Context: an optimization exercise on an open-source flow, tuned for small area, a short achievable clock period and few clock cycles. The choices shown serve that exercise and are no tape-out recipe. RTL that was checked went through simulation tests only; none was proved equivalent to the original. Power is estimated from default activity; no workload was simulated.

==> module knn_distance_cal, before the edit <==
module knn_distance_cal (
    input             clk,
    input             rst_n,
    input      [63:0] train_data,
    input             train_label,
    input             sample_valid,
    input      [63:0] test_data,
    output     [7:0]  distance_o,
    output            label_o,
    output            valid_o
    );
    function [8:0] addnot(input [7:0] a, input [7:0] b);
        reg [7:0] g, t, G, T;
        integer i, j, k;
        begin
            g = a & ~b;
            t = a | ~b;
            G[0] = g[0];
            T[0] = t[0];
            for (i = 1; i < 8; i = i + 1) begin
                G[i] = g[i] | (t[i] & G[i-1]);
                T[i] = t[i] & T[i-1];
            end
            addnot[0] = ~(a[0] ^ b[0]);
            for (i = 1; i < 8; i = i + 1)
                addnot[i] = ~(a[i] ^ b[i]) ^ G[i-1];
            addnot[8] = G[7];
        end
    endfunction
    reg  [71:0] s_q;                   
    reg         label_q;
    reg         valid_q;
    reg  [71:0] s_d;
    integer f;
    always @(*)
        for (f = 0; f < 8; f = f + 1)
            s_d[f*9 +: 9] = addnot(train_data[f*8 +: 8], test_data[f*8 +: 8]);
    always @(posedge clk) begin
        s_q     <= s_d;
        label_q <= train_label;
        if (!rst_n) valid_q <= 1'b0;
        else        valid_q <= sample_valid;
    end
    function gt9(input [8:0] a, input [8:0] b);
        integer j;
        reg r;
        begin
            r = 1'b0;
            for (j = 0; j < 9; j = j + 1)
                r = (a[j] & ~b[j]) | ((a[j] | ~b[j]) & r);
            gt9 = r;
        end
    endfunction
    function [8:0] max2(input [8:0] a, input [8:0] b);
        max2 = gt9(a, b) ? a : b;
    endfunction
    function [8:0] key(input [8:0] cs);
        key = {cs[7:0] ^ {8{~cs[8]}}, cs[8]};
    endfunction
    wire [8:0] k0   = max2(key(s_q[ 8: 0]), key(s_q[17: 9]));
    wire [8:0] k1   = max2(key(s_q[26:18]), key(s_q[35:27]));
    wire [8:0] k2   = max2(key(s_q[44:36]), key(s_q[53:45]));
    wire [8:0] k3   = max2(key(s_q[62:54]), key(s_q[71:63]));
    wire [8:0] k01  = max2(k0, k1);
    wire [8:0] k23  = max2(k2, k3);
    wire [7:0] d01  = k01[8:1] + k01[0];
    wire [7:0] d23  = k23[8:1] + k23[0];
    wire [7:0] cheb = gt9(k01, k23) ? d01 : d23;
    reg [7:0] cheb_q;
    reg       label_q2;
    reg       valid_q2;
    always @(posedge clk) begin
        cheb_q   <= cheb;
        label_q2 <= label_q;
        if (!rst_n) valid_q2 <= 1'b0;
        else        valid_q2 <= valid_q;
    end
    assign distance_o = cheb_q;
    assign label_o    = label_q2;
    assign valid_o    = valid_q2;
endmodule
==> flow/config.mk <==
export PLATFORM = sky130hd
export DESIGN_NAME = knn_top
export DESIGN_NICKNAME = knn_top
export VERILOG_FILES = /design/flow/design.v
export SDC_FILE = /design/flow/constraint.sdc
export NUM_CORES = 4
export LEC_CHECK = 0
export CAP_MARGIN = 20
export CORE_MARGIN = 2
export CORE_UTILIZATION = 65
export CTS_BUF_LIST = sky130_fd_sc_hd__clkbuf_8
export CTS_CLUSTER_DIAMETER = 80
export CTS_CLUSTER_SIZE = 40
export SLEW_MARGIN = 20
==> flow/constraint.sdc <==
create_clock -name core_clock -period 21.0 [get_ports {clk}]
set_input_delay 4.2000 -clock core_clock [delete_from_list [all_inputs] [get_ports {clk}]]
set_output_delay 4.2000 -clock core_clock [all_outputs]
set_load 0.01 [all_outputs]
standard.sh (not shown) runs the stock make flow with config.mk's settings and CLKGATE_MAP_FILE= SYNTH_SCRIPT=/design/flow/synth_recipe.tcl, a recipe that flattens the netlist after the stock synthesis.
==> flow/flow/run.sh <==
#!/bin/bash
# Standard ORFS layout, with two changes to how it is made (the SDC, the clock
# period and the standard synthesis are the standard flow's, unchanged):
#  - port buffers are sky130_fd_sc_hd__buf_1 instead of the delay buffer that
#    buffer_ports picks by default;
#  - timing repair aims for extra setup slack (SETUP_SLACK_MARGIN), so that the
#    achieved period, not just the 21 ns clock, is what repair works on.
set -euo pipefail
bash standard.sh synth > synth.log 2>&1
bash standard.sh SETUP_SLACK_MARGIN=0 TNS_END_PERCENT=100 \
    BUFFER_PORTS_ARGS="-buffer_cell sky130_fd_sc_hd__buf_1"  finish > layout.log 2>&1
==> next run, changes <==
--- a/flow/design.v
+++ b/flow/design.v
@@ -17,13 +17,16 @@
             g = a & ~b;
             t = a | ~b;
-            G[0] = g[0];
-            T[0] = t[0];
-            for (i = 1; i < 8; i = i + 1) begin
-                G[i] = g[i] | (t[i] & G[i-1]);
-                T[i] = t[i] & T[i-1];
-            end
+            G = g;
+            T = t;
+            for (k = 0; k < 3; k = k + 1)
+                for (i = 0; i < 8; i = i + 1)
+                    if (i & (1 << k)) begin
+                        j = ((i >> k) << k) - 1;
+                        G[i] = G[i] | (T[i] & G[j]);
+                        T[i] = T[i] & T[j];
+                    end
             addnot[0] = ~(a[0] ^ b[0]);
             for (i = 1; i < 8; i = i + 1)
-                addnot[i] = ~(a[i] ^ b[i]) ^ G[i-1];
+                addnot[i] = a[i] ^ ~(b[i] ^ G[i-1]);
             addnot[8] = G[7];
         end
=> The changed run produced a clean layout; cell area grows by roughly a tenth; total power grows by a quarter to a third; sequential cell count is unchanged; hold slack gets better by 0.0079 ns; setup slack gets better by 0.56 ns; core utilization shrinks by 1.4 points; final cell count grows by about a fifth; wire length grows by about a fifth; global-route usage grows by 0.75 points; clock-buffer cell count shrinks by 1.
Function was not checked in any run of this note: the RTL went through the layout flow alone.

Starting RTL as in the previous note.
// knn_top
module knn_top #(
    parameter DATA_WIDTH = 8,
    parameter FEATURES   = 8,
    parameter K          = 5
    )(
    input                           clk                 ,
    input                           rst_n               ,
    input [DATA_WIDTH*FEATURES-1:0] train_data          ,
    input                           train_label         ,
    input                           data_valid          ,
    input                           training_done       ,
    input [DATA_WIDTH*FEATURES-1:0] test_data           ,
    output                          predicted_valid_o   ,
    output                          predicted_label_o
    );
clock: 21.0 ns
lec_check: 0
cap_margin: 20
core_margin: 2
core_utilization: 75
cts_buf_list: sky130_fd_sc_hd__clkbuf_8
cts_cluster_diameter: 80
cts_cluster_size: 40
slew_margin: 20
==> flow/flow/run.sh <==
#!/bin/bash
set -euo pipefail
bash standard.sh synth > synth.log 2>&1
bash standard.sh SETUP_SLACK_MARGIN=15.5 TNS_END_PERCENT=100 \
    BUFFER_PORTS_ARGS="-buffer_cell sky130_fd_sc_hd__buf_1"  finish > layout.log 2>&1
Rerun with:
--- a/flow/design.v
+++ b/flow/design.v
@@ -14,16 +14,19 @@
         reg [7:0] g, t, G, T;
         integer i, j, k;
         begin
             g = a & ~b;
             t = a | ~b;
-            G[0] = g[0];
-            T[0] = t[0];
-            for (i = 1; i < 8; i = i + 1) begin
-                G[i] = g[i] | (t[i] & G[i-1]);
-                T[i] = t[i] & T[i-1];
-            end
+            G = g;
+            T = t;
+            for (k = 0; k < 3; k = k + 1)
+                for (i = 0; i < 8; i = i + 1)
+                    if (i & (1 << k)) begin
+                        j = ((i >> k) << k) - 1;
+                        G[i] = G[i] | (T[i] & G[j]);
+                        T[i] = T[i] & T[j];
+                    end
             addnot[0] = ~(a[0] ^ b[0]);
             for (i = 1; i < 8; i = i + 1)
                 addnot[i] = ~(a[i] ^ b[i]) ^ G[i-1];
             addnot[8] = G[7];
         end
Fmax is higher by 15%. Core utilization came out lower by 2.8 points. Routed wire length rose by 8.4%. Final area went up by 11%. Clock power came out lower by 9.4%. Final cell count came out higher by 15%. Clock skew grows by 0.010 ns. Hold slack is worse by 0.012 ns. Clock-buffer cell count increases by 5.
Testbench counts after the change, summed over its fixed seeds: cycles 49,352.
Function not checked in the first run of this note: the RTL went through the layout flow alone.

## afterwards: timing with drivers on the ports
The results above use ideal ports. As a check the final layouts listed here were re-extracted and re-timed, cells and wires unchanged.
Step 1 sets driving cells, clkbuf_16 on the clock port and buf_2 on the other inputs (assumed; they add their load-dependent delay and slew).
Step 2 also shifts input and output timing later by t, the mid clock arrival at the registers, as if the neighbouring blocks saw the same clock.
Slacks: ideal / step 1 / step 2; pairs: ideal / step 1.
| run | t, ns | slack for setup (ns) | hold WS [ns] | worst data-port slew with drivers (ns) |
|---|---|---|---|---|
| the first run of note 1 | 0.481 | 14.221 / 14.238 / 13.757 | 0.328 / 0.328 / 0.328 | 0.05 |
| the second run of note 1 | 0.499 | 14.786 / 14.806 / 14.307 | 0.335 / 0.335 / 0.335 | 0.03 |
| the first run of note 2 | 0.490 | 14.268 / 14.233 / 13.743 | 0.348 / 0.348 / 0.348 | 0.09 |
| the second run of note 2 | 0.494 | 15.168 / 15.154 / 14.660 | 0.336 / 0.336 / 0.336 | 0.06 |
After both steps setup and hold are still met in every run listed. For the first run of note 2, which loses most, drivers alone change the setup slack by -0.035 ns; drivers and shift together by -0.525 ns.
